Background: an optimization exercise with open tools, aiming at small area, a short achievable clock period and few clock cycles per item. Do not read the settings as production practice. In this exercise RTL edits were held to simulation tests only and were not proved equivalent to the original.

## conv33
module conv33 #(
    parameter                       DATA_WIDTH = 8,
    parameter                       MUL_WIDTH  = 16,
    parameter                       OUT_WIDTH  = 32
)(
    input  wire                     clk,
    input  wire                     rst,
    input  wire                     start,
    output wire                     done,
    input  wire                     input_valid_in,
    output wire                     input_ready_out,
    input  wire                     weight_valid_in,
    output wire                     weight_ready_out,
    output wire                     out_valid_out,
    input  wire                     out_ready_in,
    input  wire [DATA_WIDTH-1:0]    weight_data,
    input  wire [DATA_WIDTH-1:0]    data_in_0_0,
    input  wire [DATA_WIDTH-1:0]    data_in_0_1,
    input  wire [DATA_WIDTH-1:0]    data_in_0_2,
    input  wire [DATA_WIDTH-1:0]    data_in_1_0,
    input  wire [DATA_WIDTH-1:0]    data_in_1_1,
    input  wire [DATA_WIDTH-1:0]    data_in_1_2,
    input  wire [DATA_WIDTH-1:0]    data_in_2_0,
    input  wire [DATA_WIDTH-1:0]    data_in_2_1,
    input  wire [DATA_WIDTH-1:0]    data_in_2_2,
    output wire [OUT_WIDTH-1:0]     out_data
);
For scale: roughly 1700 cells after synthesis, ~280 flip-flops, ~120 I/O pins, roughly 24000 um^2 of cells after synthesis.
Settings: LEC_CHECK=0, CAP_MARGIN=20, CORE_MARGIN=2, CORE_UTILIZATION=65, PLACE_DENSITY=0.8, SLEW_MARGIN=20, SYNTH_HIERARCHICAL=1; clock period 12.0 ns.
standard.sh (not shown) runs the stock make flow with config.mk's settings and CLKGATE_MAP_FILE= SYNTH_SCRIPT=/design/flow/synth_recipe.tcl, a recipe that flattens the netlist after the stock synthesis.
==> flow/flow/run.sh <==
#!/bin/bash
# The standard layout (standard.sh, unchanged synthesis), except that the
# port buffers are sky130_fd_sc_hd__buf_2 instead of the delay-cell buffer
# that buffer_ports picks by default. Every port still gets its own buffer.
set -euo pipefail
bash standard.sh "BUFFER_PORTS_ARGS=-buffer_cell sky130_fd_sc_hd__buf_2" finish > standard.log 2>&1
Testbench counts at the start, summed over its fixed seeds: cycles 4,192, items 4,096.
Edit:
==> flow/flow/run.sh (replaced) <==
#!/bin/bash
# The standard layout (standard.sh, unchanged synthesis) with two changes:
# - the port buffers are sky130_fd_sc_hd__buf_2 instead of the delay-cell
#   buffer that buffer_ports picks by default (every port still gets its own
#   buffer);
# - clock tree synthesis uses clkbuf_4 buffers and no dummy loads (the same
#   CTS command and options as the standard flow otherwise).
set -euo pipefail
bash standard.sh \
  "BUFFER_PORTS_ARGS=-buffer_cell sky130_fd_sc_hd__buf_2" \
  "CTS_ARGS=-sink_clustering_enable -repair_clock_nets -buf_list sky130_fd_sc_hd__clkbuf_4 -dont_use_dummy_load" \
  finish > standard.log 2>&1
What happened:
- The new run completed with no timing, DRC or antenna violations
- global-route usage stays flat
- clock skew went up by 0.052 ns
- non-clock buffer count does not change
- hold slack degrades by 0.037 ns
- maximum frequency hardly moves
- via count went up by 0.44%

========
conv33, a different RTL version from the one above (not shown whole).
For scale: about 24000 um^2 of cells after synthesis.
export LEC_CHECK = 0
export CAP_MARGIN = 20
export CORE_MARGIN = 2
export CORE_UTILIZATION = 40
export PLACE_DENSITY = 0.6
export SLEW_MARGIN = 20
export SYNTH_HIERARCHICAL = 1
create_clock -name core_clock -period 12.0 [get_ports {clk}]
==> flow/flow/run.sh <==
#!/bin/bash
# The standard layout (standard.sh, unchanged synthesis), except that the
# port buffers are sky130_fd_sc_hd__buf_2 instead of the delay-cell buffer
# that buffer_ports picks by default. Every port still gets its own buffer.
set -euo pipefail
bash standard.sh "BUFFER_PORTS_ARGS=-buffer_cell sky130_fd_sc_hd__buf_2" finish > standard.log 2>&1
The first run passed the timing, design-rule and antenna checks.
Testbench counts at the start, summed over its fixed seeds: cycles 4,184, items 4,096.
Rerun with:
==> flow/run.sh (new file) <==
#!/bin/bash
# synth_recipe.tcl (not shown) runs the flow's synth.tcl, then flattens the netlist and writes it again
# the make line also repeats each setting of config.mk as NAME=value (left out here)
make -C /OpenROAD-flow-scripts/flow DESIGN_CONFIG=/design/flow/config.mk WORK_HOME=/design/flow/orfs CLKGATE_MAP_FILE= SYNTH_SCRIPT=/design/flow/synth_recipe.tcl finish
removed: flow/flow/run.sh
removed: flow/standard.sh
What happened:
- register-to-register slack improves by 0.05 ns
- synthesized cell count is unchanged
- final area rose by 2.2%
- clock skew hardly moves
- routed wire length fell by about 9%

[afterwards: timing with drivers on the ports]
The results above use ideal ports. As a check the final layouts listed here were re-extracted and re-timed, cells and wires unchanged.
Step 1 assumes that a clkbuf_16 drives the clock port and a buf_2 every other input.
Step 2 moves the port delays by t, midway between the first and last clock arrival at a register: inputs arrive t later, outputs are due t later. That takes back most of the time a late clock gives input paths.
Slacks: ideal ports / drivers / drivers and shift; pairs: ideal ports / drivers.
run | t (ns) | setup slack, ns | hold WS [ns]
the first run of note 1 | 0.649 | 6.809 / 6.788 / 6.788 | 0.387 / 0.387 / 0.387
the second run of note 1 | 0.783 | 6.810 / 6.789 / 6.789 | 0.350 / 0.350 / 0.350
the first run of note 2 | 0.602 | 6.319 / 6.319 / 6.319 | 0.405 / 0.405 / 0.405
the second run of note 2 | 0.611 | 6.049 / 6.018 / 6.025 | 0.419 / 0.419 / 0.419
After both steps every run listed still meets setup and hold. For the second run of note 2, which loses most, drivers alone change the setup slack by -0.031 ns; drivers and shift together by -0.024 ns.
